Source: an optimization exercise on an open RTL-to-GDS flow (aim: small area). Production flows keep margins and buffers that such runs may drop.
RTL that was checked went through simulation tests only; none was proved equivalent to the original.
No functional check of the RTL was part of run 3.

### design/flow/run.sh
#!/bin/bash
# synth_recipe.tcl (not shown) runs the flow's synth.tcl, then flattens the netlist and writes it again
# the make line also repeats each setting of config.mk as NAME=value (left out here)
make -C /OpenROAD-flow-scripts/flow DESIGN_CONFIG=/design/flow/config.mk WORK_HOME=/design/flow/orfs CLKGATE_MAP_FILE= SYNTH_SCRIPT=/design/flow/synth_recipe.tcl finish
### design/flow/config.mk
export PLATFORM = sky130hd
export DESIGN_NAME = NfiVe32_CORE
export DESIGN_NICKNAME = NfiVe32_CORE
export VERILOG_FILES = /design/flow/design.v
export SDC_FILE = /design/flow/constraint.sdc
export NUM_CORES = 4
export LEC_CHECK = 0
export ABC_AREA = 1
export CAP_MARGIN = 30
export CORE_MARGIN = 2
export CORE_UTILIZATION = 45
export SLEW_MARGIN = 20
### design/flow/constraint.sdc
create_clock -name core_clock -period 15.0 [get_ports {HCLK}]
set_input_delay 3.0000 -clock core_clock [delete_from_list [all_inputs] [get_ports {HCLK}]]
set_output_delay 3.0000 -clock core_clock [all_outputs]
set_load 0.01 [all_outputs]
### design/flow/design.v
`timescale          1ns/1ps
`default_nettype    none
module RV32_DECOMP	(	
		input	wire [15:0]  IRi,
		output	wire [31:0]  IRo
);
	reg	[31:0]  Instout;
	wire[15:0]  InstIn;
	assign	InstIn	= 	IRi; 
	assign	IRo		=  	Instout;
	wire [1:0] op   =   InstIn[1:0];
	wire [2:0] fun3 =   InstIn[15:13];
	wire [1:0] fun2 =   InstIn[11:10];
	wire [1:0] fun  =   InstIn[6:5];
	wire [4:0] Brs1 =   InstIn[11:7];
	wire [4:0] Brs2 =   InstIn[6:2];
	always @(*) begin
		Instout = 32'd0;
	    case(op)
	        2'b00:	 
	            	case(fun3)
	                	3'b000:	 
							Instout = {	2'b00, InstIn[10:7], InstIn[12:11], InstIn[5], InstIn[6], 2'b00, 5'b00010, 3'b000, 2'b01, InstIn[4:2], 7'b0010011 };
	                	3'b010:	 
	                    	Instout = { 5'd0, InstIn[5], InstIn[12:10], InstIn[6], 2'b00,2'b01, InstIn[9:7], 3'b010,2'b01, InstIn[4:2], 7'b0000011 };
	                	3'b110:	 
	                    	Instout = { 5'd0, InstIn[5], InstIn[12], 2'b01, InstIn[4:2], 2'b01, InstIn[9:7], 3'b010, InstIn[11:10], InstIn[6], 2'b00, 7'b0100011 };
	            	endcase
	        2'b01:	 
	            	case(fun3)
	                	3'b000:  
	                    	Instout = { {6{InstIn[12]}}, InstIn[12], InstIn[6:2], InstIn[11:7], 3'b000, InstIn[11:7], 7'b0010011 };
	                	3'b001:	 
	                    	Instout = { InstIn[12], InstIn[8], InstIn[10:9], InstIn[6], InstIn[7], InstIn[2], InstIn[11], InstIn[5:3], InstIn[12], {8{InstIn[12]}}, 5'b00001, 7'b1101111 };
	                	3'b010:	 
	                    	Instout = { {6{InstIn[12]}}, InstIn[12], InstIn[6:2], 5'b00000, 3'b000, InstIn[11:7], 7'b0010011 };
	                	3'b011:	 
							case(Brs1)
								5'b00010:  
									Instout = { {3{InstIn[12]}}, InstIn[12], InstIn[4:3], InstIn[5], InstIn[2], InstIn[6], 4'd0, Brs1, 3'b000, Brs1, 7'b0010011 };
								default:   
									Instout = { {14{InstIn[12]}}, InstIn[12], InstIn[6:2], Brs1, 7'b0110111 };
							endcase
	                	3'b100:	 
	                    	case(fun2)
	                    		2'b00:	 
	                        		Instout = { 7'b0000000, InstIn[6:2], 2'b01, InstIn[9:7], 3'b101, 2'b01, InstIn[9:7], 7'b0010011 };
	                    		2'b01:	 
	                        		Instout = { 7'b0100000, InstIn[6:2], 2'b01, InstIn[9:7], 3'b101, 2'b01, InstIn[9:7], 7'b0010011 };
	                    		2'b10:	 
	                        		Instout = { {6{InstIn[12]}}, InstIn[12], InstIn[6:2], 2'b01, InstIn[9:7], 3'b111,2'b01, InstIn[9:7], 7'b0010011	};
	                    		2'b11:
	                        		if(!InstIn[12]) begin
										case(fun)
											2'b11:	 
												Instout = { 7'b0000000, 2'b01, InstIn[4:2], 2'b01, InstIn[9:7], 3'b111,2'b01, InstIn[9:7], 7'b0110011 };
											2'b10:	 
												Instout = { 7'b0000000, 2'b01, InstIn[4:2], 2'b01, InstIn[9:7], 3'b110, 2'b01, InstIn[9:7], 7'b0110011 };
											2'b01:	 
												Instout = { 7'b0000000, 2'b01, InstIn[4:2], 2'b01, InstIn[9:7], 3'b100, 2'b01, InstIn[9:7], 7'b0110011 };
											2'b00:	 
												Instout = { 7'b0100000, 2'b01, InstIn[4:2], 2'b01, InstIn[9:7], 3'b000, 2'b01, InstIn[9:7], 7'b0110011 };
										endcase
	                        		end
	                    	endcase
	                	3'b101:	 
	                    	Instout = { InstIn[12], InstIn[8], InstIn[10:9], InstIn[6], InstIn[7], InstIn[2], InstIn[11], InstIn[5:3], InstIn[12], {8{InstIn[12]}}, 5'b00000, 7'b1101111 };
	                	3'b110:	 
	                    	Instout = { InstIn[12], {2{InstIn[12]}}, InstIn[12], InstIn[6:5], InstIn[2], 5'b00000, 2'b01, InstIn[9:7], 3'b000, InstIn[11:10], InstIn[4:3], InstIn[12], 7'b1100011 };
	                	3'b111:	 
	                    	Instout = { InstIn[12], {2{InstIn[12]}}, InstIn[12], InstIn[6:5], InstIn[2], 5'b00000, 2'b01, InstIn[9:7], 3'b001, InstIn[11:10], InstIn[4:3], InstIn[12], 7'b1100011 };
	            	endcase
	        2'b10:	 
	            	case(fun3)
	                	3'b000:	 
	                    	Instout = { 7'b0000000, InstIn[6:2], InstIn[11:7], 3'b001, InstIn[11:7], 7'b0010011 };
	                	3'b010:	 
	                    	Instout = {	4'd0, InstIn[3:2], InstIn[12], InstIn[6:4],	2'b00, 5'b00010, 3'b010, InstIn[11:7], 7'b000011 };	                
	                	3'b100:	 
	                    	case(InstIn[12])
								1'b0: 
									if(!Brs2)	 
										Instout = {12'd0,Brs1,3'b000,5'b00000,7'b1100111};
									else		 
										Instout = { 7'b0000000,Brs2,5'b00000,3'b000,Brs1,7'b0110011 };
								1'b1: 
									if(!Brs2&&!Brs1)	 
										Instout = { 12'd1,5'd0,3'b000,5'd0,7'b1110011 };
									else if(!Brs2)		 
										Instout = { 12'd0,Brs1,3'b000,5'b00001,7'b1100111 };
									else 				 
										Instout = { 7'b0000000,Brs2,Brs1,3'b000,Brs1,7'b0110011 };
							endcase
	                	3'b110:	 
	                    	Instout = {	4'd0,InstIn[8:7], InstIn[12], InstIn[6:2], 5'b00010,3'b010,	InstIn[11:9], 2'b00,7'b0100011 };
					endcase
	    endcase
	end
endmodule
module IMMGEN (
    input  wire [31:0]  INSTR,
    output reg  [31:0]  IMM
);
always @(*) begin
	case (INSTR[6:2])
		5'b01_000     :   	IMM = { {21{INSTR[31]}}, INSTR[30:25], INSTR[11:8], INSTR[7] };
		5'b01_101       :   	IMM = { INSTR[31:12], 12'b0 };
		5'b00_101     :   	IMM = { INSTR[31:12], 12'b0 };
		5'b11_011       : 	IMM = { {12{INSTR[31]}}, INSTR[19:12], INSTR[20], INSTR[30:21], 1'b0 };
		5'b11_000    : 	IMM = { {20{INSTR[31]}}, INSTR[7], INSTR[30:25], INSTR[11:8], 1'b0};
		default           : 	IMM = { {21{INSTR[31]}}, INSTR[30:20] };
	endcase
end
endmodule
module RV32_DEC(
    input [31:0] INSTR,
    output	reg  [3:0]	  alu_fn
);
    wire [2:0]  func3       =   INSTR[14:12];
    wire [6:0]  func7       =   INSTR[31:25];
    wire [4:0]  opcode      =   INSTR[6:2];
    wire        I           =   (opcode == 5'b00_100);
	wire        R           =   (opcode == 5'b01_100);
	wire        IorR        =   I | R;
    wire        instr_slt   = 	IorR && (func3==3'b010);
	wire        instr_sltu  = 	IorR && (func3==3'b011);
	wire        instr_store = 	(opcode == 5'b01_000);
	wire        instr_load  = 	(opcode == 5'b00_000);
	wire        instr_add   = 	R & (func3 == 3'b000) & (~func7[5]);
	wire        instr_addi  = 	I & (func3 == 3'b000);
	wire        instr_lui   = 	(opcode == 5'b01_101);
	wire        instr_jalr  = 	(opcode == 5'b11_001);
	wire        instr_sll   = 	IorR && (func3 == 3'b001) && (func7 == 7'b0);
	wire        instr_srl   = 	IorR && (func3 == 3'b101) && (func7 == 7'b0);
	wire        instr_sra   = 	IorR && (func3 == 3'b101) && (func7 != 7'b0);
	wire        instr_and   = 	IorR && (func3 == 3'b111);
	wire        instr_or    = 	IorR && (func3 == 3'b110);
	wire        instr_xor   = 	IorR && (func3 == 3'b100);
    always @ * begin
            case (1'b1)
                instr_load  :   alu_fn = 4'b00_00;
                instr_addi  :   alu_fn = 4'b00_00;
                instr_store :   alu_fn = 4'b00_00;
                instr_add   :   alu_fn = 4'b00_00;
                instr_jalr  :   alu_fn = 4'b00_00;
                instr_lui   :   alu_fn = 4'b00_11;
                instr_sll   :   alu_fn = 4'b10_01;
                instr_srl   :   alu_fn = 4'b10_00;
                instr_sra   :   alu_fn = 4'b10_10;
                instr_slt   :   alu_fn = 4'b11_01;
                instr_sltu  :   alu_fn = 4'b11_11;
                instr_and   :   alu_fn = 4'b01_01;
                instr_or    :   alu_fn = 4'b01_00;
                instr_xor   :   alu_fn = 4'b01_11;
                default     :   alu_fn = 4'b00_01;
            endcase
        end
endmodule
module ALU(
	input   wire [31:0] a, b,
	output  reg  [31:0] r,
	output  wire        zf, lt, ltu,
	input   wire [3:0]  alufn
);
    wire [31:0] add;
    wire        cf;
    assign {cf, add} = {1'b0, a} + {1'b0, alufn[0] ? ~b : b} + {32'd0, alufn[0]};
    assign zf  = (add == 32'd0);
    assign lt  = a[31] ^ ~b[31] ^ cf;
    assign ltu = ~cf;
    reg  [31:0] ma, my;
    wire [31:0] x, y;
    integer i;
    always @* for (i = 0; i < 32; i = i + 1) ma[i] = a[31-i];
    assign x = alufn[0] ? ma : a;
    wire fill = alufn[1] & a[31];
    wire [31:0] r1s = b[0] ? {{1{fill}}, x[31:1]} : x;
    wire [31:0] r2s = b[1] ? {{2{fill}}, r1s[31:2]} : r1s;
    wire [31:0] r3s = b[2] ? {{4{fill}}, r2s[31:4]} : r2s;
    wire [31:0] r4s = b[3] ? {{8{fill}}, r3s[31:8]} : r3s;
    assign y = b[4] ? {{16{fill}}, r4s[31:16]} : r4s;
    always @* for (i = 0; i < 32; i = i + 1) my[i] = y[31-i];
    wire [31:0] sh = alufn[0] ? my : y;
    always @ * begin
        case (alufn)
            4'b00_11 : r = b;
            4'b01_00:  r = a | b;
            4'b01_01:  r = a & b;
            4'b01_11:  r = a ^ b;
            4'b10_00:  r = sh;
            4'b10_01:  r = sh;
            4'b10_10:  r = sh;
            4'b11_01:  r = {31'b0, lt};
            4'b11_11:  r = {31'b0, ltu};
			default:	r = add;
        endcase
    end
endmodule
module NfiVe_MDU (
	input clk,
	input rst_n,
	input start,
	output done,
	input [2:0] op,
	input [31:0] op1, op2,
	output [31:0] result
);
	reg  [5:0]  cnt;
	reg  [63:0] P;
	wire        ismul = ~op[2];
	wire        dz    = (op2 == 32'd0);
	always @(posedge clk or negedge rst_n)
		if (!rst_n) cnt <= 6'd0;
		else if (start) cnt <= cnt + 6'd1;
		else cnt <= 6'd0;
	assign done = ((cnt == 6'd2) & (ismul | dz)) | (cnt == 6'd35);
	wire [63:0] p_mul, p_div;
	wire [31:0] r_mul, r_div;
	mul mul_unit (.cnt(cnt[1:0]), .op(op[1:0]), .op1(op1), .op2(op2), .P(P), .Pn(p_mul), .result(r_mul));
	div div_unit (.cnt(cnt), .op(op[1:0]), .op1(op1), .op2(op2), .dz(dz), .P(P), .Pn(p_div), .result(r_div));
	always @(posedge clk)
		if (start & (ismul | (cnt <= 6'd33)))
			P <= ismul ? p_mul : p_div;
	assign result = ismul ? r_mul : r_div;
endmodule
module NfiVe32_CORE (
	input					HCLK,							 
	input					HRESETn,						 
	output 	wire [31:0]		HADDR,				 
	output 	wire [ 2:0]  	HSIZE,				 
	output 	wire [ 1:0]  	HTRANS,				 
	output 	wire [31:0]  	HWDATA,				 
	output 	wire         	HWRITE,				 
	input  	wire [31:0]  	HRDATA,				 
	input  	wire         	HREADY,				 
	output	wire			SLEEP,
  	input  	wire         	NMI,				 
  	input  	wire         	IRQ,				 
    input  	wire [4:0]   	IRQ_NUM,			 
  	input  	wire 	    	SYSTICKCLK,			 
	output	wire			SYSTICKINT,
  	output 	wire [31:0]		IRQ_MASK,
	output	wire			SAFE_TO_HALT
);
    reg [1:0]   CYC, NCYC;
    reg         RUN;
    reg         IS32;
    reg         INEXCEPTION;
    reg [31:0]  PC;
    reg [15:0]  IDATA;           
    reg [31:0]  INSTR;
    reg [31:0]  R1;              
    reg [31:0]  WB;              
    reg [31:0]  CSR_TIME;
    reg [31:0]  CSR_TIMELOAD;
    reg [2:0]   CSR_MIE;
    reg [31:0]  CSR_IRQMASK;
    reg [31:0]  CSR_EPC;
    wire        C0 = (CYC==2'h0), C1 = (CYC==2'h1), C2 = (CYC==2'h2), C3 = (CYC==2'h3);
	wire [2:0]	func3		=	INSTR[14:12];
    wire        instr_i     =   (INSTR[6:2] == 5'b00_100);
	wire        instr_r     =   (INSTR[6:2] == 5'b01_100);
    wire        instr_lui   = 	(INSTR[6:2] == 5'b01_101);
	wire        instr_auipc = 	(INSTR[6:2] == 5'b00_101);
	wire        instr_branch = 	(INSTR[6:2] == 5'b11_000);
	wire        instr_jalr  = 	(INSTR[6:2] == 5'b11_001);
	wire        instr_jal   = 	(INSTR[6:2] == 5'b11_011);
    wire        instr_store = 	(INSTR[6:2] == 5'b01_000);
	wire        instr_load  = 	(INSTR[6:2] == 5'b00_000);
	wire		instr_muldiv	=	instr_r & (INSTR[31:25] == 7'b1);
    wire [11:0] csr_num     =   INSTR[31:20]; 
    wire        instr_priv  =   (INSTR[6:2] ==  5'h1C);
    wire        instr_wrcsr =   instr_priv & (func3 == 3'd1);
    wire        instr_sys0  =   instr_priv & (func3 == 3'b0);
    wire        instr_ecall =   instr_sys0 & (csr_num == 12'h0);
    wire        instr_ebreak=   instr_sys0 & (csr_num == 12'h1);
	wire        instr_mret  =   instr_sys0 & (csr_num == 12'h302);
	wire        instr_wfi   =   instr_sys0 & (csr_num == 12'h105);
    wire        rf_wr       =   instr_load | instr_r | instr_i | instr_jal | instr_jalr | instr_lui | instr_auipc;
    wire        tmr_int     =   (CSR_TIME == 32'h0);
    wire        exception   =   (CSR_MIE[0] & ((tmr_int & CSR_MIE[1]) | (IRQ & CSR_MIE[2]))) | NMI | instr_ecall;
    wire [7:0]  irq_vec     =   8'd64 + {1'b0, IRQ_NUM, 2'b00};
    wire [31:0] pc_ex       =   instr_ecall ?   32'd12              :
								instr_ebreak?	32'd16				:
                                NMI         ?   32'd4               :
                                tmr_int     ?   32'd8               :
                                IRQ         ?   {24'd0, irq_vec}    :   32'd60;
    wire [31:0] finstr  =   C1 ? {HRDATA[15:0], IDATA} : PC[1] ? {16'h0, HRDATA[31:16]} : HRDATA;
    wire        fis32   =   finstr[0] & finstr[1];
    wire [31:0] fdecomp;
    RV32_DECOMP nfive_decomp (.IRi(finstr[15:0]), .IRo(fdecomp));
    wire [31:0] instr   =   fis32 ? finstr : fdecomp;
    wire        unaligned = PC[1] & HRDATA[16] & HRDATA[17];
	wire [4:0]  rd      = 	INSTR[11:7];
    wire [4:0]  ra      =   (C0 | C1) ? instr[19:15] : INSTR[24:20];
    reg  [31:0] RF [1:31];
    wire [31:0] rport   =   (ra == 5'd0) ? 32'd0 : RF[ra];
    wire [31:0] r1      =   R1;
    wire [31:0] r2      =   rport;
    wire [31:0] imm;
    wire [3:0]  alu_fn;
    wire [31:0] alur;
    wire        zf, lt, ltu;
    IMMGEN      immgen  (.INSTR(INSTR), .IMM(imm));
    RV32_DEC    decoder (.INSTR(INSTR), .alu_fn(alu_fn));
    ALU         alu     (.a(r1), .b((instr_r | instr_branch) ? r2 : imm), .r(alur), .zf(zf), .lt(lt), .ltu(ltu), .alufn(alu_fn));
    reg         taken;
    always @* case (func3)
        3'b000:  taken = zf;
        3'b001:  taken = ~zf;
        3'b100:  taken = lt;
        3'b101:  taken = ~lt;
        3'b110: taken = ltu;
        3'b111: taken = ~ltu;
        default:  taken = 1'b0;
    endcase
    wire [31:0] pci     =   PC + imm;
    wire [31:0] pcinc   =   PC + ((C0 | IS32) ? 32'd4 : 32'd2);
    wire [31:0] npc     =   ((taken & instr_branch) | instr_jal) ? pci : instr_jalr ? alur : pcinc;
	wire [31:0] mul_div_r;
	wire        mul_div_done;
	NfiVe_MDU MULDIV(
		.clk(HCLK), .rst_n(HRESETn), .start(C2 & instr_muldiv), .done(mul_div_done),
		.op(func3), .op1(r1), .op2(r2), .result(mul_div_r)
	);
    wire [1:0]  la      =   alur[1:0];
    wire [7:0]  lb      =   (la==2'd0) ? HRDATA[7:0] : (la==2'd1) ? HRDATA[15:8] : (la==2'd2) ? HRDATA[23:16] : HRDATA[31:24];
    wire [15:0] lh      =   la[1] ? HRDATA[31:16] : HRDATA[15:0];
    wire [31:0] hrdata  =   (func3[1:0]==2'd0) ? {{24{lb[7] & ~func3[2]}}, lb} :
                            (func3[1:0]==2'd1) ? {{16{lh[15] & ~func3[2]}}, lh} : HRDATA;
	wire [31:0] rf_dw	= 	(instr_jal | instr_jalr | instr_auipc) ? WB : 
                            instr_load      ?   hrdata  : 
							instr_muldiv    ?	mul_div_r : alur;
    always @(posedge HCLK)
        if (rf_wr & C3 & (rd != 5'd0))
            RF[rd] <= rf_dw;
    assign HADDR        = ~RUN ? 32'h0 : C3 ? {PC[31:2],2'b0} : C0 ? {pcinc[31:2],2'b0} : alur;
    assign HTRANS[0]    = 1'h0;
    assign HTRANS[1]    = ~RUN | C3 | (C0 & unaligned) | (C2 & (instr_load | instr_store));
    assign HWRITE       = C2 & instr_store;
    assign HSIZE        = {1'b0, INSTR[13:12]};
    assign HWDATA       = INSTR[13] ? r2 : INSTR[12] ? {2{r2[15:0]}} : {4{r2[7:0]}};
	assign SLEEP        = C3 & instr_wfi;
    assign IRQ_MASK     = CSR_IRQMASK;
	assign SYSTICKINT	= tmr_int;
	assign SAFE_TO_HALT = (~(instr_store | instr_load)) & C2;
    always @*
        case (CYC)
            2'h0:    NCYC = ~HREADY ? 2'h0 : unaligned ? 2'h1 : 2'h2;
            2'h1:    NCYC = HREADY ? 2'h2 : 2'h1;
            2'h2:    NCYC = (instr_muldiv & ~mul_div_done) ? 2'h2 : 2'h3;
            default:    NCYC = HREADY ? 2'h0 : 2'h3;
        endcase
    always @(posedge HCLK or negedge HRESETn)
		if(!HRESETn) RUN <= 0;
		else RUN <= 1;
    always @ (posedge HCLK or negedge HRESETn) if(!HRESETn) CYC <= 2'h0; else begin
        if(RUN) CYC <= NCYC;
    end
    always @ (posedge HCLK or negedge HRESETn) if(!HRESETn) INEXCEPTION <= 1'h0; else begin
		if(exception & C3 & !INEXCEPTION) INEXCEPTION <= 1'h1;
        else if(instr_mret & C3) INEXCEPTION <= 1'h0;
    end
    always @(posedge HCLK)
        if (C0) IDATA <= HRDATA[31:16];
    always @(posedge HCLK)
        if (C0 | C1) R1 <= rport;
    always @(posedge HCLK)
        if (C2) WB <= instr_auipc ? pci : pcinc;
    always @ (posedge HCLK or negedge HRESETn) if(!HRESETn) INSTR <= 32'h0; else begin
        if(C0 | C1)    
            INSTR <= instr; 
    end
    always @(posedge HCLK)
        if (C0 | C1) IS32 <= fis32;
    always @ (posedge HCLK or negedge HRESETn) if(!HRESETn) PC <= 32'h0; else begin
        if(C2 & instr_mret)
            PC <= CSR_EPC;
		else if(C2 & exception & !INEXCEPTION)
            PC <= pc_ex;
        else if(C2 & (~instr_muldiv | mul_div_done))
            PC <= npc; 
    end
    always @ (posedge HCLK or negedge HRESETn) if(!HRESETn) CSR_TIME <= 32'hFFFF_FFFF; else begin   
        if(instr_wrcsr & (csr_num == 12'hC03))
			CSR_TIME <= r1;	
		else if(SYSTICKCLK)
            if(tmr_int)
                CSR_TIME <= CSR_TIMELOAD;
            else 
                CSR_TIME <= CSR_TIME - 32'h1;
    end
    always @ (posedge HCLK or negedge HRESETn) if(!HRESETn) CSR_TIMELOAD <= 32'hFFFF_FFFF; else begin   
        if(instr_wrcsr & (csr_num == 12'hC03))
            CSR_TIMELOAD <= r1;
    end
    always @ (posedge HCLK or negedge HRESETn) if(!HRESETn) CSR_MIE <= 3'h0; else begin   
        if(instr_wrcsr & (csr_num == 12'h304))
            CSR_MIE <= r1[2:0];
    end
    always @ (posedge HCLK or negedge HRESETn) if(!HRESETn) CSR_IRQMASK <= 32'h0; else begin   
        if(instr_wrcsr & (csr_num == 12'h310))
            CSR_IRQMASK <= r1;
    end
    always @ (posedge HCLK or negedge HRESETn) if(!HRESETn) CSR_EPC <= 32'h0; else begin   
        if(exception & C2 & !INEXCEPTION)
            CSR_EPC <= npc;
    end
endmodule
module mul (
    input  wire [1:0]  cnt,
    input  wire [1:0]  op,           
    input  wire [31:0] op1, op2,
    input  wire [63:0] P,
    output wire [63:0] Pn,
    output wire [31:0] result
);
    wire        sa = (op == 2'b01) | (op == 2'b10);
    wire        sb = (op == 2'b01);
    wire [32:0] a  = {sa & op1[31], op1};
    reg  [8:0]  c;
    always @*
        case (cnt)
            2'd0:    c = {1'b0, op2[7:0]};
            2'd1:    c = {1'b0, op2[15:8]};
            2'd2:    c = {1'b0, op2[23:16]};
            default: c = {sb & op2[31], op2[31:24]};
        endcase
    wire signed [32:0] as = a;
    wire signed [8:0]  cs = c;
    wire signed [41:0] pp = as * cs;
    wire [33:0] hi = (cnt == 2'd0) ? 34'd0 : P[63:30];
    wire [41:0] t  = pp + {{8{hi[33]}}, hi};
    assign Pn     = {t[41:8], 6'd0, t[7:0], P[23:8]};
    assign result = (op == 2'b00) ? {t[7:0], P[23:0]} : t[39:8];
endmodule
module div (
    input  wire [5:0]  cnt,
    input  wire [1:0]  op,           
    input  wire [31:0] op1, op2,
    input  wire        dz,
    input  wire [63:0] P,
    output reg  [63:0] Pn,
    output wire [31:0] result
);
    wire        sgn   = ~op[0];
    wire        isrem = op[1];
    wire        sneg  = sgn & op1[31];
    wire        dneg  = sgn & op2[31];
    wire [32:0] rs = {P[63:32], P[31]};
    wire [33:0] df = {1'b0, rs} + {2'b11, dneg ? op2 : ~op2} + {33'd0, ~dneg};
    wire        ge = ~df[33];
    wire        first = (cnt == 6'd0);
    wire [31:0] nin   = first ? op1 : isrem ? P[63:32] : P[31:0];
    wire        nc    = first ? sneg : isrem ? sneg : (sneg ^ dneg);
    wire [31:0] nout  = (nin ^ {32{nc}}) + {31'd0, nc};
    always @*
        if (first)              Pn = {32'd0, nout};
        else if (cnt == 6'd33)  Pn = {P[63:32], nout};
        else                    Pn = {ge ? df[31:0] : rs[31:0], P[30:0], ge};
    assign result = dz ? (isrem ? op1 : 32'hFFFF_FFFF) : P[31:0];
endmodule
==> results_dict.tcl, run 1 <==
set metrics [dict create \
    numCtsBuffers 151 \
    cts_root_buffer "clkbuf_16" \
    worstPathRequired_ps 12000 \
    core.rowCount 160 \
    critPathMaxFanout 34 \
    hold_slack_ps 469 \
    yosys.area.top_type_share 0.397 \
    areaGrowthSynthToFinish_pct 14.8 \
    finalSetupViolCount 0 \
    die_area_sq_um 195000 \
    slew-limit-headroom 0.201 \
    drt_iter0_drc 9720 \
    min_path_type "reg2reg" \
    synth_ff_type "edfxtp_1" \
    final_cells 12800 \
    rr_startpoint "CYC[1]" \
    viasPerCell 5.96 \
    grt_pass1_vias 72500 \
    drive_gt1_frac 0.106 \
    tns_ps 0 \
    slowest_delay_ps 540 \
    grt_max_degree 91 \
    hold_depth 2 \
    tightest_slew_ps 1190 \
    final_antenna_net_count 0 \
    hp-start "CSR_TIMELOAD[30]" \
    initial_core_util 0.453 \
    yosysSeqAreaShare 0.457 \
    crit_start "HRDATA[6]" \
    routed_wl_microns 365000 \
    drc 0 \
    final_nets 10800 \
    die_y_microns 441 \
    startpoint_type "input pin" \
    r2r_cells 69 \
    htreeDepth 4 \
    path_clk_slew_ps 60 \
    period_share 0.970 \
    clk_latency_ps 860 \
    firstDrtPassIters 9 \
    cts.sinks 1340 \
    hold_viol_final 0 \
    netlist_area_sq_um 86000 \
    final-max-slew-violation-count 0 \
    cp_data_arrival_time_ps 11550 \
    yosys.area.top_type "edfxtp_1" \
    grt_antenna_before_repair 21 \
    endpoint_kind "output pin" \
    grt_setup_unrepaired "false" \
    globalRouteTotalUtil 0.369 \
    clock_skew_ps 72.1 \
    criticalPathCategory "in2out" \
    tritoncts "yes" \
    yosys_warnings 8 \
    outcome "complete, no violations" \
    grt_first_pass_wirelength_microns 517000 \
    crit_path_frequent_cell "nand2_1" \
    cp_slowest_cell "clkdlybuf4s50_1" \
    timing.final.crit_period_ps 14550 \
    place_inst 12500 \
    gp_congestion 1.12 \
    timing.fmax_ghz 0.0687 \
    port_buffers 145 \
    io_pins 148 \
    dp_hpwl_microns 258000 \
    synth_edf_count 1137 \
    yosys-top-cells-area "edfxtp_1 (40%), nand2_1 (12%), fa_1 (6.5%)" \
    core_sq_um 190000 \
    grt.overflow.total 0 \
    vias 76400 \
    cts_buffer_depth 3 \
    yosys_register_bits 1340 \
    fp.dieW_microns 441 \
    ctsHoldBuffers 0 \
    routedWlPerCell_microns 28.5 \
    synthCells 9834 \
    maxCapViolCount 0 \
    syn_avg_cell_area_sq_um 8.75 \
    async_flop_share 0.151 \
    synth_cell_type_count 80 \
]
## synthesized netlist by cell type, types with 63 or more instances
cell and instances:
nand2_1 2682, clkbuf_1 254, o21ai_0 657, inv_1 913, a31oi_1 73, buf_2 179
dfrtp_1 139, nand4_1 71, nor3_1 63, nand3_1 913, edfxtp_1 1137, xor2_1 152
xnor2_1 86, dfstp_2 64, nor2_1 574, fa_1 279, a21oi_1 440, ha_1 265
o211ai_1 189
## layout make-up
| class | instances | area (sq um) |
|---|---|---|
| tap | 2511 | 3140 |
| timing repair buffer | 732 | 6810 |
| multi-input combinational | 6992 | 40900 |
| clock inverter | 86 | 1010 |
| inverter | 948 | 3590 |
| fill | 17800 | 91200 |
| clock buffer | 191 | 4020 |
| sequential | 1340 | 39300 |
| antenna | 10 | 25.0 |
## metrics by stage
stage	worst slack (ps)	utilization	cell area, sq um
after floorplan	1400	-	86000
after global placement	-583	0.492	93500
after detailed placement	-525	0.493	93600
after CTS	245	0.519	98700
after global routing	0.941	0.520	98800
final	449	0.520	98800
## worst max-delay path, delay by kind of cell
family                     cells  cell delay (ps)
xor gates and xnor gates       2              550
and+or+nand+nor               18             2390
AOI/OAI and AO/OA             14             2900
buffers and inverters         10             2310
adders and majority gates      1              360
## path summary, 6_finish.rpt
kind | slack [ps] | end
worst max-delay path | 450 | HADDR[24]
worst min register to register | 470 | CSR_TIMELOAD[30]
min in group asynchronous | 2210 | CSR_IRQMASK[26]
worst min-delay path | 470 | CSR_TIMELOAD[30]
worst max register to register | 1640 | RF[16][31]
max in group asynchronous | 10540 | INSTR[14]
## routing by layer
layer	vias to the layer above	part of all wire	track usage
met3	1034	0.093	0.0704
met4	20	0.079	0.246
met1	37200	0.38	0.468
met2	4079	0.45	0.574
li1	34100	-	-
met5	-	0.00040	0
## logic make-up after synthesis
| kind of cell | Yosys count | share of synthesized area |
|---|---|---|
| buffers and inverters | 1503 | 0.0734 |
| xor gates and xnor gates | 254 | 0.0274 |
| AOI/OAI and AO/OA | 1731 | 0.121 |
| adders and majority gates | 544 | 0.103 |
| muxes | 12 | 0.00140 |
| and+or+nand+nor | 4448 | 0.217 |
| other | 2 | 0.0000873 |
| DFF | 1340 | 0.457 |
## state kept, by name, summed over array words and instances, names as in the netlist, 6 cells and up
signal / flops
IDATA: 16
WB: 32
CSR_IRQMASK: 32
PC: 32
CSR_TIME: 32
INSTR: 30
CSR_EPC: 32
MULDIV.cnt: 6
RF: 992
MULDIV.P: 64
R1: 32
CSR_TIMELOAD: 32
## cell usage in the layout (no fill, tap or decap), drive strengths merged, types with 15 or more instances in the layout
master / count
nor2: 586
ha: 265
buf: 587
nand4: 73
xor2: 154
nand3: 927
edfxtp: 1137
o221ai: 51
clkbuf: 191
a32o: 62
o21ai: 705
fa: 279
nor4: 17
o31ai: 41
a21oi: 441
clkinv: 76
a21boi: 15
inv: 938
dfstp: 64
xnor2: 100
clkdlybuf4s50: 144
o211ai: 190
or2: 37
a221oi: 54
nand2: 2714
a31oi: 73
o22ai: 26
dfrtp: 139
nor3: 69
## repair_timing
item,4_1_cts,5_1_grt
endpoints found under the setup margin,0,190
resized for setup,0,14
setup buffers,0,1
==> inputs of run 2 (changes only) <==
--- a/design/flow/design.v
+++ b/design/flow/design.v
@@ -97,6 +97,21 @@
 	    endcase
 	end
 endmodule
+module radd #(parameter W = 32) (
+    input  wire [W-1:0] a, b,
+    input  wire         ci,
+    output wire [W-1:0] s,
+    output wire         co
+);
+    wire [W:0] c;
+    assign c[0] = ci;
+    genvar i;
+    generate for (i = 0; i < W; i = i + 1) begin : bit_
+        assign s[i]   = a[i] ^ b[i] ^ c[i];
+        assign c[i+1] = (a[i] & b[i]) | (c[i] & (a[i] ^ b[i]));
+    end endgenerate
+    assign co = c[W];
+endmodule
 module IMMGEN (
     input  wire [31:0]  INSTR,
     output reg  [31:0]  IMM
@@ -203,7 +218,10 @@
 	output done,
 	input [2:0] op,
 	input [31:0] op1, op2,
-	output [31:0] result
+	output [31:0] result,
+	input         wb_we,
+	input  [31:0] wb_d,
+	output [31:0] wb_q
 );
 	reg  [5:0]  cnt;
 	reg  [63:0] P;
@@ -219,8 +237,11 @@
 	mul mul_unit (.cnt(cnt[1:0]), .op(op[1:0]), .op1(op1), .op2(op2), .P(P), .Pn(p_mul), .result(r_mul));
 	div div_unit (.cnt(cnt), .op(op[1:0]), .op1(op1), .op2(op2), .dz(dz), .P(P), .Pn(p_div), .result(r_div));
 	always @(posedge clk)
-		if (start & (ismul | (cnt <= 6'd33)))
+		if (wb_we)
+			P[31:0] <= wb_d;
+		else if (start & (ismul | (cnt <= 6'd33)))
 			P <= ismul ? p_mul : p_div;
+	assign wb_q = P[31:0];
 	assign result = ismul ? r_mul : r_div;
 endmodule
 module NfiVe32_CORE (
@@ -247,10 +268,8 @@
     reg         IS32;
     reg         INEXCEPTION;
     reg [31:0]  PC;
-    reg [15:0]  IDATA;           
     reg [31:0]  INSTR;
     reg [31:0]  R1;              
-    reg [31:0]  WB;              
     reg [31:0]  CSR_TIME;
     reg [31:0]  CSR_TIMELOAD;
     reg [2:0]   CSR_MIE;
@@ -285,7 +304,7 @@
                                 NMI         ?   32'd4               :
                                 tmr_int     ?   32'd8               :
                                 IRQ         ?   {24'd0, irq_vec}    :   32'd60;
-    wire [31:0] finstr  =   C1 ? {HRDATA[15:0], IDATA} : PC[1] ? {16'h0, HRDATA[31:16]} : HRDATA;
+    wire [31:0] finstr  =   C1 ? {HRDATA[15:0], INSTR[15:0]} : PC[1] ? {16'h0, HRDATA[31:16]} : HRDATA;
     wire        fis32   =   finstr[0] & finstr[1];
     wire [31:0] fdecomp;
     RV32_DECOMP nfive_decomp (.IRi(finstr[15:0]), .IRo(fdecomp));
@@ -315,13 +334,18 @@
         default:  taken = 1'b0;
     endcase
     wire [31:0] pci     =   PC + imm;
-    wire [31:0] pcinc   =   PC + ((C0 | IS32) ? 32'd4 : 32'd2);
+    wire        four    =   C0 | IS32;
+    wire [30:0] pcinc_h;
+    radd #(31) pc_inc  (.a(PC[31:1]), .b({29'd0, four, ~four}), .ci(1'b0), .s(pcinc_h), .co());
+    wire [31:0] pcinc   =   {pcinc_h, PC[0]};
     wire [31:0] npc     =   ((taken & instr_branch) | instr_jal) ? pci : instr_jalr ? alur : pcinc;
 	wire [31:0] mul_div_r;
+	wire [31:0] WB;              
 	wire        mul_div_done;
 	NfiVe_MDU MULDIV(
 		.clk(HCLK), .rst_n(HRESETn), .start(C2 & instr_muldiv), .done(mul_div_done),
-		.op(func3), .op1(r1), .op2(r2), .result(mul_div_r)
+		.op(func3), .op1(r1), .op2(r2), .result(mul_div_r),
+		.wb_we(C2 & ~instr_muldiv), .wb_d(instr_auipc ? pci : pcinc), .wb_q(WB)
 	);
     wire [1:0]  la      =   alur[1:0];
     wire [7:0]  lb      =   (la==2'd0) ? HRDATA[7:0] : (la==2'd1) ? HRDATA[15:8] : (la==2'd2) ? HRDATA[23:16] : HRDATA[31:24];
@@ -362,16 +386,17 @@
         else if(instr_mret & C3) INEXCEPTION <= 1'h0;
     end
     always @(posedge HCLK)
-        if (C0) IDATA <= HRDATA[31:16];
-    always @(posedge HCLK)
         if (C0 | C1) R1 <= rport;
-    always @(posedge HCLK)
-        if (C2) WB <= instr_auipc ? pci : pcinc;
-    always @ (posedge HCLK or negedge HRESETn) if(!HRESETn) INSTR <= 32'h0; else begin
+    always @ (posedge HCLK or negedge HRESETn) if(!HRESETn) INSTR[12] <= 1'h0; else begin
         if(C0 | C1)    
-            INSTR <= instr; 
+            INSTR[12] <= instr[12]; 
     end
     always @(posedge HCLK)
+        if (C0 | C1) begin
+            INSTR[31:13] <= instr[31:13];
+            INSTR[11:0]  <= instr[11:0];
+        end
+    always @(posedge HCLK)
         if (C0 | C1) IS32 <= fis32;
     always @ (posedge HCLK or negedge HRESETn) if(!HRESETn) PC <= 32'h0; else begin
         if(C2 & instr_mret)
@@ -381,6 +406,8 @@
         else if(C2 & (~instr_muldiv | mul_div_done))
             PC <= npc; 
     end
+    wire [31:0] time_dec;
+    radd #(32) tdec (.a(CSR_TIME), .b(32'hFFFF_FFFF), .ci(1'b0), .s(time_dec), .co());
     always @ (posedge HCLK or negedge HRESETn) if(!HRESETn) CSR_TIME <= 32'hFFFF_FFFF; else begin   
         if(instr_wrcsr & (csr_num == 12'hC03))
 			CSR_TIME <= r1;	
@@ -388,7 +415,7 @@
             if(tmr_int)
                 CSR_TIME <= CSR_TIMELOAD;
             else 
-                CSR_TIME <= CSR_TIME - 32'h1;
+                CSR_TIME <= time_dec;
     end
     always @ (posedge HCLK or negedge HRESETn) if(!HRESETn) CSR_TIMELOAD <= 32'hFFFF_FFFF; else begin   
         if(instr_wrcsr & (csr_num == 12'hC03))
@@ -415,22 +442,21 @@
     output wire [63:0] Pn,
     output wire [31:0] result
 );
-    wire        sa = (op == 2'b01) | (op == 2'b10);
-    wire        sb = (op == 2'b01);
-    wire [32:0] a  = {sa & op1[31], op1};
-    reg  [8:0]  c;
+    wire        s1 = ((op == 2'b01) | (op == 2'b10)) & op1[31];
+    wire        s2 = (op == 2'b01) & op2[31] & (cnt == 2'd3);
+    reg  [7:0]  c;
     always @*
         case (cnt)
-            2'd0:    c = {1'b0, op2[7:0]};
-            2'd1:    c = {1'b0, op2[15:8]};
-            2'd2:    c = {1'b0, op2[23:16]};
-            default: c = {sb & op2[31], op2[31:24]};
+            2'd0:    c = op2[7:0];
+            2'd1:    c = op2[15:8];
+            2'd2:    c = op2[23:16];
+            default: c = op2[31:24];
         endcase
-    wire signed [32:0] as = a;
-    wire signed [8:0]  cs = c;
-    wire signed [41:0] pp = as * cs;
     wire [33:0] hi = (cnt == 2'd0) ? 34'd0 : P[63:30];
-    wire [41:0] t  = pp + {{8{hi[33]}}, hi};
+    wire [41:0] t  = {{8{hi[33]}}, hi} + op1 * c
+                   - {2'b0, (s1 ? c : 8'd0), 32'd0}
+                   - {2'b0, (s2 ? op1 : 32'd0), 8'd0}
+                   + {1'b0, s1 & s2, 40'd0};
     assign Pn     = {t[41:8], 6'd0, t[7:0], P[23:8]};
     assign result = (op == 2'b00) ? {t[7:0], P[23:0]} : t[39:8];
 endmodule
@@ -453,7 +479,8 @@
     wire        first = (cnt == 6'd0);
     wire [31:0] nin   = first ? op1 : isrem ? P[63:32] : P[31:0];
     wire        nc    = first ? sneg : isrem ? sneg : (sneg ^ dneg);
-    wire [31:0] nout  = (nin ^ {32{nc}}) + {31'd0, nc};
+    wire [31:0] nout;
+    radd #(32) neg (.a(nin ^ {32{nc}}), .b(32'd0), .ci(nc), .s(nout), .co());
     always @*
         if (first)              Pn = {32'd0, nout};
         else if (cnt == 6'd33)  Pn = {P[63:32], nout};
==> results_dict.tcl, run 2 <==
set metrics [dict create \
    grt_first_pass_wirelength_microns 508000 \
    cts_buffer_depth 3 \
    core_sq_um 185000 \
    routedWlPerCell_microns 28.2 \
    fp.dieW_microns 436 \
    grt_max_degree 96 \
    globalRouteTotalUtil 0.366 \
    areaGrowthSynthToFinish_pct 19.2 \
    period_share 0.975 \
    rrSetupSlack_ps 1480 \
    io_pins 148 \
    drc 0 \
    clock_skew_ps 72.2 \
    crit_path_frequent_cell "buf_4" \
    yosysSeqAreaShare 0.453 \
    yosys_register_bits 1294 \
    final_antenna_net_count 0 \
    outcome "complete, no violations" \
    final_common_cell "nand2_1" \
    core.rowCount 158 \
    placed_area_sq_um 93500 \
    synth_edf_count 1120 \
    syn_avg_cell_area_sq_um 8.86 \
    critPathMaxFanout 31 \
    routed_wl_microns 357000 \
    vias 76700 \
    hold_depth 2 \
    cts_root_buffer "clkbuf_16" \
    cp_data_arrival_time_ps 15160 \
    port_buffers 145 \
    viasPerCell 6.04 \
    hold_path_end "CSR_IRQMASK[28]" \
    worstPathRequired_ps 15540 \
    maxCapViolCount 0 \
    hp-start "CSR_IRQMASK[28]" \
    finalSetupViolCount 0 \
    yosys-top-cells-area "edfxtp_1 (40%), nand2_1 (8.5%), ha_1 (5.8%)" \
    endpoint_kind "flip-flop" \
    initial_core_util 0.453 \
    criticalPathCategory "in2reg" \
    grt_pass1_vias 72700 \
    gp_congestion 1.11 \
    synth_ff_type "edfxtp_1" \
    yosysMostFrequentCell "nand2_1" \
    slowest_delay_ps 540 \
    slew-limit-headroom 0.255 \
    path_clk_slew_ps 60 \
    place_inst 12400 \
    r2r_cells 77 \
    synthCells 9479 \
    timing.rr.end "RF[9][27]" \
    grt.overflow.total 0 \
    tightest_slew_ps 1110 \
    timing.final.crit_period_ps 14620 \
    ctsHoldBuffers 0 \
    cp_slowest_cell "fa_1" \
    design_area_sq_um 100000 \
    dp_hpwl_microns 251000 \
    largest_register_ffs 992 \
    tritoncts "yes" \
    die_y_microns 436 \
    drt_iter0_drc 9974 \
    mostFrequentLayoutCells "nand2_1 (1,862), edfxtp_1 (1,120), nand3_1 (903)" \
    hold_slack_ps 484 \
    die_area_sq_um 190000 \
    yosys.area.top_type "edfxtp_1" \
    timing.fmax_ghz 0.0684 \
    synth.top_cells.by_count "nand2_1 (1,911), edfxtp_1 (1,120), nand3_1 (929)" \
    hold_viol_final 0 \
    grt_antenna_before_repair 24 \
    final-max-slew-violation-count 0 \
    reg.largest.list "RF: 992 flops, MULDIV.P: 64 flops" \
    htreeDepth 4 \
    rr_startpoint "CYC[1]" \
    regMostFlops "RF" \
    yosys_warnings 8 \
    netlist_area_sq_um 84000 \
    synth_cell_type_count 83 \
    drive_gt1_frac 0.152 \
    startpoint_type "input pin" \
    yosys.area.top_type_share 0.401 \
    clk_latency_ps 840 \
    firstDrtPassIters 7 \
    final_cells 12700 \
    async_flop_share 0.134 \
    numCtsBuffers 146 \
    final_nets 10700 \
    cts.sinks 1294 \
    min_path_type "reg2reg" \
]
[run 2: timing repair]
action,CTS,global route
gates resized for setup,15,251
buffers inserted,0,44
gates cloned,0,10
setup endpoints to repair,279,566
pin swaps,0,90
[run 2: logic make-up after synthesis]
family                   count (synthesis)  share of synthesized area
AO/OA/AOI/OAI                         1757                      0.127
XOR/XNOR                               227                     0.0238
adder cells (fa/ha/maj)                612                      0.111
buffers and inverters                 1475                     0.0723
flip-flops                            1294                      0.453
multiplexers                            33                    0.00393
other                                    2                  0.0000894
AND/OR/NAND/NOR                       4079                      0.208
[run 2: area by class of cell]
cell class	count	area (sq um)
clock buffer	178	3850
sequential	1294	38100
timing repair buffer	998	9270
inverter	924	3510
antenna	16	40.0
multi-input combinational	6713	41300
timing repair inverter	1	8.76
fill	17000	85300
tap	2480	3100
clock inverter	82	1000
[run 2: worst max-delay path by stage]
stage | start | to | slack [ps]
6_report | HRDATA[29] | RF[9][27] | 380
3_3_place_gp | HRDATA[22] | RF[11][31] | -1120
5_1_grt | HRDATA[29] | RF[22][31] | -150
4_1_cts | HRDATA[22] | RF[5][31] | 10
2_1_floorplan | HRDATA[16] | RF[10][31] | 30
3_5_place_dp | HRDATA[22] | RF[11][31] | -1170
[run 2: critical path: cells and delay by family]
kind / cells / cell delay, ps
AND/OR/NAND/NOR: 28 / 2690
XOR/XNOR: 2 / 270
adder cells (fa/ha/maj): 8 / 3310
AO/OA/AOI/OAI: 17 / 2820
buffers and inverters: 22 / 3010
[run 2: layer usage]
layer | vias to the layer above | GRT usage | wire length, microns
met1 | 37200 | 0.463 | 134000
li1 | 33900 | - | -
met5 | - | 0 | 158
met3 | 1090 | 0.0764 | 35500
met4 | 14 | 0.236 | 27700
met2 | 4437 | 0.569 | 160000
[run 2: through the flow]
stage / TNS [ps] / utilization / setup WS, ps
finish: 0 / 0.540 / 381
global route: -14660 / 0.540 / -150
CTS: 0 / 0.531 / 14.9
detailed placement: -442160 / 0.504 / -1170
global placement: -397310 / 0.503 / -1120
floorplan: 0 / - / 27.3
==> inputs of run 3 (changes only) <==
--- a/design/flow/design.v
+++ b/design/flow/design.v
@@ -174,7 +174,7 @@
 module ALU(
 	input   wire [31:0] a, b,
 	output  reg  [31:0] r,
-	output  wire        zf, lt, ltu,
+	output  wire        zf, lt, ltu, co,
 	input   wire [3:0]  alufn
 );
     wire [31:0] add;
@@ -183,6 +183,7 @@
     assign zf  = (add == 32'd0);
     assign lt  = a[31] ^ ~b[31] ^ cf;
     assign ltu = ~cf;
+    assign co  = cf;
     reg  [31:0] ma, my;
     wire [31:0] x, y;
     integer i;
@@ -221,7 +222,11 @@
 	output [31:0] result,
 	input         wb_we,
 	input  [31:0] wb_d,
-	output [31:0] wb_q
+	output [31:0] wb_q,
+	output [31:0] div_a,
+	output        div_sub,
+	input  [31:0] alu_s,
+	input         alu_c
 );
 	reg  [5:0]  cnt;
 	reg  [63:0] P;
@@ -235,7 +240,8 @@
 	wire [63:0] p_mul, p_div;
 	wire [31:0] r_mul, r_div;
 	mul mul_unit (.cnt(cnt[1:0]), .op(op[1:0]), .op1(op1), .op2(op2), .P(P), .Pn(p_mul), .result(r_mul));
-	div div_unit (.cnt(cnt), .op(op[1:0]), .op1(op1), .op2(op2), .dz(dz), .P(P), .Pn(p_div), .result(r_div));
+	div div_unit (.cnt(cnt), .op(op[1:0]), .op1(op1), .op2(op2), .dz(dz), .P(P), .Pn(p_div), .result(r_div),
+	              .sub_a(div_a), .sub(div_sub), .sum(alu_s), .carry(alu_c));
 	always @(posedge clk)
 		if (wb_we)
 			P[31:0] <= wb_d;
@@ -313,7 +319,19 @@
 	wire [4:0]  rd      = 	INSTR[11:7];
     wire [4:0]  ra      =   (C0 | C1) ? instr[19:15] : INSTR[24:20];
     reg  [31:0] RF [1:31];
-    wire [31:0] rport   =   (ra == 5'd0) ? 32'd0 : RF[ra];
+    wire [3:0]  ra_l    =   4'b1 << ra[1:0];
+    wire [7:0]  ra_h    =   8'b1 << ra[4:2];
+    reg  [31:0] rport, rgrp;
+    integer gi, gj;
+    always @* begin
+        rport = 32'd0;
+        for (gi = 0; gi < 8; gi = gi + 1) begin
+            rgrp = 32'd0;
+            for (gj = 0; gj < 4; gj = gj + 1)
+                if (gi*4 + gj > 0) rgrp = rgrp | ({32{ra_l[gj]}} & RF[gi*4 + gj]);
+            rport = rport | ({32{ra_h[gi]}} & rgrp);
+        end
+    end
     wire [31:0] r1      =   R1;
     wire [31:0] r2      =   rport;
     wire [31:0] imm;
@@ -322,7 +340,12 @@
     wire        zf, lt, ltu;
     IMMGEN      immgen  (.INSTR(INSTR), .IMM(imm));
     RV32_DEC    decoder (.INSTR(INSTR), .alu_fn(alu_fn));
-    ALU         alu     (.a(r1), .b((instr_r | instr_branch) ? r2 : imm), .r(alur), .zf(zf), .lt(lt), .ltu(ltu), .alufn(alu_fn));
+    wire        div_run =   instr_muldiv & func3[2];
+    wire [31:0] div_a;
+    wire        div_sub;
+    wire        alu_co;
+    ALU         alu     (.a(div_run ? div_a : r1), .b((instr_r | instr_branch) ? r2 : imm), .r(alur), .zf(zf), .lt(lt), .ltu(ltu), .co(alu_co),
+                         .alufn(div_run ? {3'b000, div_sub} : alu_fn));
     reg         taken;
     always @* case (func3)
         3'b000:  taken = zf;
@@ -345,7 +368,8 @@
 	NfiVe_MDU MULDIV(
 		.clk(HCLK), .rst_n(HRESETn), .start(C2 & instr_muldiv), .done(mul_div_done),
 		.op(func3), .op1(r1), .op2(r2), .result(mul_div_r),
-		.wb_we(C2 & ~instr_muldiv), .wb_d(instr_auipc ? pci : pcinc), .wb_q(WB)
+		.wb_we(C2 & ~instr_muldiv), .wb_d(instr_auipc ? pci : pcinc), .wb_q(WB),
+		.div_a(div_a), .div_sub(div_sub), .alu_s(alur), .alu_c(alu_co)
 	);
     wire [1:0]  la      =   alur[1:0];
     wire [7:0]  lb      =   (la==2'd0) ? HRDATA[7:0] : (la==2'd1) ? HRDATA[15:8] : (la==2'd2) ? HRDATA[23:16] : HRDATA[31:24];
@@ -442,21 +466,22 @@
     output wire [63:0] Pn,
     output wire [31:0] result
 );
-    wire        s1 = ((op == 2'b01) | (op == 2'b10)) & op1[31];
-    wire        s2 = (op == 2'b01) & op2[31] & (cnt == 2'd3);
-    reg  [7:0]  c;
+    wire        sa = (op == 2'b01) | (op == 2'b10);
+    wire        sb = (op == 2'b01);
+    wire [32:0] a  = {sa & op1[31], op1};
+    reg  [8:0]  c;
     always @*
         case (cnt)
-            2'd0:    c = op2[7:0];
-            2'd1:    c = op2[15:8];
-            2'd2:    c = op2[23:16];
-            default: c = op2[31:24];
+            2'd0:    c = {1'b0, op2[7:0]};
+            2'd1:    c = {1'b0, op2[15:8]};
+            2'd2:    c = {1'b0, op2[23:16]};
+            default: c = {sb & op2[31], op2[31:24]};
         endcase
+    wire signed [32:0] as = a;
+    wire signed [8:0]  cs = c;
+    wire signed [41:0] pp = as * cs;
     wire [33:0] hi = (cnt == 2'd0) ? 34'd0 : P[63:30];
-    wire [41:0] t  = {{8{hi[33]}}, hi} + op1 * c
-                   - {2'b0, (s1 ? c : 8'd0), 32'd0}
-                   - {2'b0, (s2 ? op1 : 32'd0), 8'd0}
-                   + {1'b0, s1 & s2, 40'd0};
+    wire [41:0] t  = pp + {{8{hi[33]}}, hi};
     assign Pn     = {t[41:8], 6'd0, t[7:0], P[23:8]};
     assign result = (op == 2'b00) ? {t[7:0], P[23:0]} : t[39:8];
 endmodule
@@ -467,15 +492,20 @@
     input  wire        dz,
     input  wire [63:0] P,
     output reg  [63:0] Pn,
-    output wire [31:0] result
+    output wire [31:0] result,
+    output wire [31:0] sub_a,
+    output wire        sub,
+    input  wire [31:0] sum,
+    input  wire        carry
 );
     wire        sgn   = ~op[0];
     wire        isrem = op[1];
     wire        sneg  = sgn & op1[31];
     wire        dneg  = sgn & op2[31];
     wire [32:0] rs = {P[63:32], P[31]};
-    wire [33:0] df = {1'b0, rs} + {2'b11, dneg ? op2 : ~op2} + {33'd0, ~dneg};
-    wire        ge = ~df[33];
+    assign sub_a = rs[31:0];
+    assign sub   = ~dneg;
+    wire        ge = rs[32] | carry;
     wire        first = (cnt == 6'd0);
     wire [31:0] nin   = first ? op1 : isrem ? P[63:32] : P[31:0];
     wire        nc    = first ? sneg : isrem ? sneg : (sneg ^ dneg);
@@ -484,6 +514,6 @@
     always @*
         if (first)              Pn = {32'd0, nout};
         else if (cnt == 6'd33)  Pn = {P[63:32], nout};
-        else                    Pn = {ge ? df[31:0] : rs[31:0], P[30:0], ge};
+        else                    Pn = {ge ? sum : rs[31:0], P[30:0], ge};
     assign result = dz ? (isrem ? op1 : 32'hFFFF_FFFF) : P[31:0];
 endmodule
--- a/design/flow/config.mk
+++ b/design/flow/config.mk
@@ -6,7 +6,11 @@
 export NUM_CORES = 4
 export LEC_CHECK = 0
 export ABC_AREA = 1
-export CAP_MARGIN = 30
+export CAP_MARGIN = 0
 export CORE_MARGIN = 2
-export CORE_UTILIZATION = 45
-export SLEW_MARGIN = 20
+export CORE_UTILIZATION = 65
+export CTS_BUF_LIST = sky130_fd_sc_hd__clkbuf_8
+export CTS_CLUSTER_DIAMETER = 100
+export CTS_CLUSTER_SIZE = 30
+export GPL_TIMING_DRIVEN = 0
+export SLEW_MARGIN = 0
==> results_dict.tcl, run 3 <==
set metrics [dict create \
    grt_pass1_vias 85400 \
    syn_avg_cell_area_sq_um 9.16 \
    globalRouteTotalUtil 0.708 \
    yosys.area.top_type "edfxtp_1" \
    synth.top_cells.by_count "nand2_1 (2,372), edfxtp_1 (1,120), inv_1 (830)" \
    core.rowCount 128 \
    synth_cell_type_count 75 \
    initial_core_util 0.657 \
    grt.overflow.total 20 \
    yosys_register_bits 1294 \
    gp_congestion 1.15 \
    yosys-top-cells-area "edfxtp_1 (42%), nand2_1 (11%), fa_1 (7.0%)" \
    synthCells 8767 \
    yosysMostFrequentCell "nand2_1" \
    ctsHoldBuffers 0 \
    grt_first_pass_wirelength_microns 627000 \
    netlist_area_sq_um 80300 \
    failing_step "global routing (5_1_grt)" \
    port_buffers 145 \
    die_y_microns 356 \
    place_ws_ps -5190 \
    htreeDepth 2 \
    cts_buffer_depth 3 \
    yosys.area.top_type_share 0.419 \
    fp.dieW_microns 356 \
    outcome "aborted with a tool error" \
    numCtsBuffers 56 \
    cts.sinks 1294 \
    cts_root_buffer "clkbuf_8" \
    grt_max_degree 104 \
    synth_ff_type "edfxtp_1" \
    dp_hpwl_microns 287000 \
    yosysSeqAreaShare 0.474 \
    yosys_warnings 8 \
    async_flop_share 0.134 \
    synth_edf_count 1120 \
    error "[ERROR GRT-0116] Global routing finished with congestion. Check the congestion regions in the DRC Viewer." \
    io_pins 148 \
]
-- run 3: cell count changes after synthesis, sizes merged, moves of 55 or more --
cell	delta
nor2	-381
inv	-55
buf	-55
o21ai	-86
a41oi	+150
ha	-68
nand3	-372
nand2	+471
-- run 3: worst max path at each step --
stage,startpoint,to,slack (ps),cells after the start
3_5_place_dp,HRDATA[23],RF[15][30],-5190,71
2_1_floorplan,HRDATA[31],RF[10][28],1060,69
4_1_cts,HRDATA[13],RF[12][28],2,74
3_3_place_gp,HRDATA[7],RF[16][28],-5810,67
-- run 3: through the flow --
stage	hold slack (ps)	std cells	instance area, sq um
2_1_floorplan	445	8768	80300
3_5_place_dp	466	10600	85700
4_1_cts	502	10800	88400
3_3_place_gp	461	10500	83800
-- run 3: kinds of logic after synthesis --
group	after synthesis	synth area share
flip-flops	1294	0.474
buffers and inverters	1352	0.0695
multiplexers	7	0.000888
XOR/XNOR	158	0.0172
AO/OA/AOI/OAI	1642	0.127
adder cells (fa/ha/maj)	597	0.119
AND/OR/NAND/NOR	3715	0.192
other	2	0.0000935
-- run 3: layer usage --
layer	overflow	track usage
met1	3	0.766
met2	5	0.841
met3	4	0.560
met4	8	0.602
met5	0	0.365
-- run 3: timing repair --
action | in CTS
endpoints found under the hold margin | 0
cloned | 2
setup endpoints to repair | 1044
resized for setup | 319
setup buffers | 59
pin swaps | 41
==> inputs of run 4 (changes only) <==
--- a/design/flow/design.v
+++ b/design/flow/design.v
@@ -466,22 +466,29 @@
     output wire [63:0] Pn,
     output wire [31:0] result
 );
-    wire        sa = (op == 2'b01) | (op == 2'b10);
-    wire        sb = (op == 2'b01);
-    wire [32:0] a  = {sa & op1[31], op1};
-    reg  [8:0]  c;
+    wire        a32 = ((op == 2'b01) | (op == 2'b10)) & op1[31];    
+    reg  [7:0]  c;
     always @*
         case (cnt)
-            2'd0:    c = {1'b0, op2[7:0]};
-            2'd1:    c = {1'b0, op2[15:8]};
-            2'd2:    c = {1'b0, op2[23:16]};
-            default: c = {sb & op2[31], op2[31:24]};
+            2'd0:    c = op2[7:0];
+            2'd1:    c = op2[15:8];
+            2'd2:    c = op2[23:16];
+            default: c = op2[31:24];
         endcase
-    wire signed [32:0] as = a;
-    wire signed [8:0]  cs = c;
-    wire signed [41:0] pp = as * cs;
+    wire        c8 = (op == 2'b01) & op2[31] & (cnt == 2'd3);         
     wire [33:0] hi = (cnt == 2'd0) ? 34'd0 : P[63:30];
-    wire [41:0] t  = pp + {{8{hi[33]}}, hi};
+    wire [41:0] row0 = {9'd0, ~(a32 & c[0]), op1 & {32{c[0]}}};
+    wire [41:0] row1 = {8'd0, ~(a32 & c[1]), op1 & {32{c[1]}}, 1'd0};
+    wire [41:0] row2 = {7'd0, ~(a32 & c[2]), op1 & {32{c[2]}}, 2'd0};
+    wire [41:0] row3 = {6'd0, ~(a32 & c[3]), op1 & {32{c[3]}}, 3'd0};
+    wire [41:0] row4 = {5'd0, ~(a32 & c[4]), op1 & {32{c[4]}}, 4'd0};
+    wire [41:0] row5 = {4'd0, ~(a32 & c[5]), op1 & {32{c[5]}}, 5'd0};
+    wire [41:0] row6 = {3'd0, ~(a32 & c[6]), op1 & {32{c[6]}}, 6'd0};
+    wire [41:0] row7 = {2'd0, ~(a32 & c[7]), op1 & {32{c[7]}}, 7'd0};
+    wire [41:0] row8 = {1'd0, a32 & c8, ~(op1 & {32{c8}}), 8'd0};
+    wire [41:0] rowh = {8'd0, ~hi[33], hi[32:0]};
+    localparam [41:0] K = 42'h200_0000_0000 + 42'h1_0000_0000 + 42'h100 - 42'h2_0000_0000;
+    wire [41:0] t  = row0 + row1 + row2 + row3 + row4 + row5 + row6 + row7 + row8 + rowh + K;
     assign Pn     = {t[41:8], 6'd0, t[7:0], P[23:8]};
     assign result = (op == 2'b00) ? {t[7:0], P[23:0]} : t[39:8];
 endmodule
==> design/flow/config.mk (replaced) <==
export PLATFORM = sky130hd
export DESIGN_NAME = NfiVe32_CORE
export DESIGN_NICKNAME = NfiVe32_CORE
export VERILOG_FILES = /design/flow/design.v
export SDC_FILE = /design/flow/constraint.sdc
export NUM_CORES = 4
export LEC_CHECK = 0
export ABC_AREA = 1
export CAP_MARGIN = 20
export CORE_MARGIN = 2
export CORE_UTILIZATION = 50
export CTS_BUF_LIST = sky130_fd_sc_hd__clkbuf_16
export CTS_CLUSTER_DIAMETER = 60
export CTS_CLUSTER_SIZE = 25
export GPL_TIMING_DRIVEN = 0
export SLEW_MARGIN = 10
==> results_dict.tcl, run 4 <==
set metrics [dict create \
    final_cells 11300 \
    seqCellArea_sq_um 38100 \
    grt_antenna_before_repair 34 \
    endpoint_kind "output pin" \
    final-max-slew-violation-count 0 \
    placed_area_sq_um 86100 \
    numCtsBuffers 91 \
    place_ws_ps -5250 \
    yosys_warnings 8 \
    port_buffers 145 \
    syn_avg_cell_area_sq_um 9.22 \
    firstDrtPassIters 9 \
    viasPerCell 6.61 \
    yosysSeqAreaShare 0.480 \
    cts_root_buffer "clkbuf_16" \
    globalRouteTotalUtil 0.467 \
    async_flop_share 0.134 \
    areaGrowthSynthToFinish_pct 16.5 \
    finalSetupViolCount 1 \
    fin_ws_ps -68.7 \
    slew-limit-headroom 0.105 \
    grt_max_degree 104 \
    check.faults "setup timing" \
    timing.final.crit_period_ps 15070 \
    slowest_delay_ps 550 \
    dp_hpwl_microns 294000 \
    cts.sinks 1294 \
    worstPathRequired_ps 12000 \
    clock_skew_ps 63.2 \
    ctsHoldBuffers 0 \
    crit_path_frequent_cell "nand2_1" \
    netlist_area_sq_um 79300 \
    clk_latency_ps 790 \
    vias 74600 \
    outcome "finished with violations" \
    core_sq_um 158000 \
    gp_congestion 1.10 \
    final_common_cell "nand2_1" \
    hold_viol_final 0 \
    critPathMaxFanout 19 \
    tritoncts "yes" \
    synth_ff_type "edfxtp_1" \
    regMostFlops "RF" \
    cp_slowest_cell "o221ai_1" \
    die_area_sq_um 162000 \
    cts_buffer_depth 3 \
    final_antenna_net_count 0 \
    maxCapViolCount 0 \
    path_clk_slew_ps 60 \
    synth.top_cells.by_count "nand2_1 (2,221), edfxtp_1 (1,120), inv_1 (785)" \
    tightest_slew_ps 1330 \
    core.rowCount 146 \
    grt_first_pass_wirelength_microns 527000 \
    routedWlPerCell_microns 34.5 \
    synth_cell_type_count 77 \
    hold_slack_ps 483 \
    grt_pass1_vias 68500 \
    yosys-top-cells-area "edfxtp_1 (42%), nand2_1 (11%), fa_1 (6.4%)" \
    yosys_register_bits 1294 \
    reg.largest.list "RF: 992 flops, MULDIV.P: 64 flops" \
    drive_gt1_frac 0.121 \
    die_y_microns 402 \
    startpoint_type "input pin" \
    drt_iter0_drc 13000 \
    mostFrequentLayoutCells "nand2_1 (2,183), edfxtp_1 (1,120), inv_1 (784)" \
    design_area_sq_um 92400 \
    criticalPathCategory "in2out" \
    multi_input_area_sq_um 38000 \
    postLayoutCoreUtil 0.585 \
    htreeDepth 3 \
    routed_wl_microns 388000 \
    synthCells 8603 \
    tns_ps -68.7 \
    place_inst 11000 \
    fp.dieW_microns 402 \
    period_share 1.00 \
    yosysMostFrequentCell "nand2_1" \
    nFillCells 13500 \
    cp_data_arrival_time_ps 12070 \
    synth_edf_count 1120 \
    yosys.area.top_type_share 0.424 \
    grt_setup_unrepaired "true" \
    grt.overflow.total 0 \
    timing.fmax_ghz 0.0664 \
    largest_register_ffs 992 \
    min_path_type "reg2reg" \
    yosys.area.top_type "edfxtp_1" \
    io_pins 148 \
    final_nets 9723 \
    drc 0 \
    initial_core_util 0.502 \
]
run 4: cell types whose count changed after synthesis, sizes merged, moves of 12 or more:
cell	previous run	this run
a22o	50	31
a21oi	438	426
fa	279	254
clkbuf	264	281
inv	858	812
nand2	2413	2256
buf	208	192
a41oi	150	164
nand3	569	637
nor2	536	523
run 4: logic make-up (layout without fill, tap and decap cells):
| logic type | Yosys count | count (layout) | synth area share |
|---|---|---|---|
| AO/OA/AOI/OAI | 1634 | 1637 | 0.129 |
| buffers and inverters | 1309 | 1877 | 0.0668 |
| XOR/XNOR | 149 | 149 | 0.0164 |
| AND/OR/NAND/NOR | 3631 | 3634 | 0.192 |
| other | 2 | 27 | 0.0000947 |
| adder cells (fa/ha/maj) | 579 | 579 | 0.115 |
| flip-flops | 1294 | 1294 | 0.480 |
| multiplexers | 5 | 5 | 0.000631 |
run 4: layout make-up:
cell class | count | share of cell area
inverters | 836 | 0.0346
flip-flops and latches | 1294 | 0.412
repair buffers | 404 | 0.0491
well taps | 2072 | 0.0281
plain buffers | 467 | 0.0296
multi-input cells | 6007 | 0.411
clock inverters | 78 | 0.0104
diodes | 24 | 0.000650
clock buffers | 92 | 0.0249
run 4: what timing repair did:
item	CTS	global route
pin swaps	42	52
resized for setup	373	193
endpoints found under the setup margin	1118	424
endpoints found under the hold margin	0	0
setup buffers	65	37
gates cloned	5	1
run 4: path summary, 6_finish.rpt:
path                                    to        start  cells past startpoint  slack [ps]
max in group asynchronous           CYC[0]      HRESETn                      2       11680
min                            CSR_EPC[25]  CSR_EPC[25]                      2         480
min in group asynchronous  CSR_IRQMASK[13]      HRESETn                      1        2240
max                              HADDR[19]   HRDATA[31]                     41         -70
min reg2reg                    CSR_EPC[25]  CSR_EPC[25]                      2         480
max reg2reg                   MULDIV.P[31]    INSTR[12]                     58        1730
run 4: worst max-delay path, delay by kind of cell:
kind,cells,cell delay [ps]
buf+inv,12,2710
simple gates,17,2700
compound gates,9,2620
xor+xnor,2,570
fa+ha+maj,1,390
run 4: layer usage:
layer / track usage / vias up / routed length (microns) / part of all wire
met2: 0.638 / 6337 / 154000 / 0.40
li1: - / 30700 / - / -
met3: 0.162 / 1218 / 61400 / 0.16
met4: 0.276 / 16 / 28800 / 0.074
met1: 0.639 / 36300 / 144000 / 0.37
met5: 0.00833 / - / 222 / 0.00057

[separate check: timing with driven ports]
No port has a modelled driver above. Below, the same layouts with a new extraction and two added sets of constraints.
Step 1 (the two cells are an assumption about what drives the block):
set clk [get_ports {HCLK}]
set_driving_cell -lib_cell sky130_fd_sc_hd__clkbuf_16 $clk
set_driving_cell -lib_cell sky130_fd_sc_hd__buf_2 [delete_from_list [all_inputs] $clk]
Step 2 times the ports against the registers' clock, not the clock port: input delays grow and output delays shrink by t, the midpoint of the rising clock arrivals with the driver on.
Three values: ideal ports, drivers, drivers and shift; two values: the first two.
| run | t, ns | setup WS [ns] | hold WS [ns] | worst setup path after step 2 | latest minus earliest clock arrival (ns) |
|---|---|---|---|---|---|
| run 1 | 0.915 | 0.449 / 0.420 / -0.226 | 0.469 / 0.469 / 0.469 | input to register | 0.074 / 0.073 |
| run 2 | 0.899 | 0.381 / 0.451 / -0.448 | 0.484 / 0.484 / 0.484 | input to register | 0.073 / 0.072 |
| run 4 | 0.849 | -0.069 / -0.093 / -0.635 | 0.483 / 0.483 / 0.483 | input to register | 0.063 / 0.064 |
With both steps, setup timing fails in run 1 and run 2, where it was met with ideal ports. The setup slack of run 2, which loses most, moves by +0.070 ns with the drivers and by -0.829 ns with both steps.
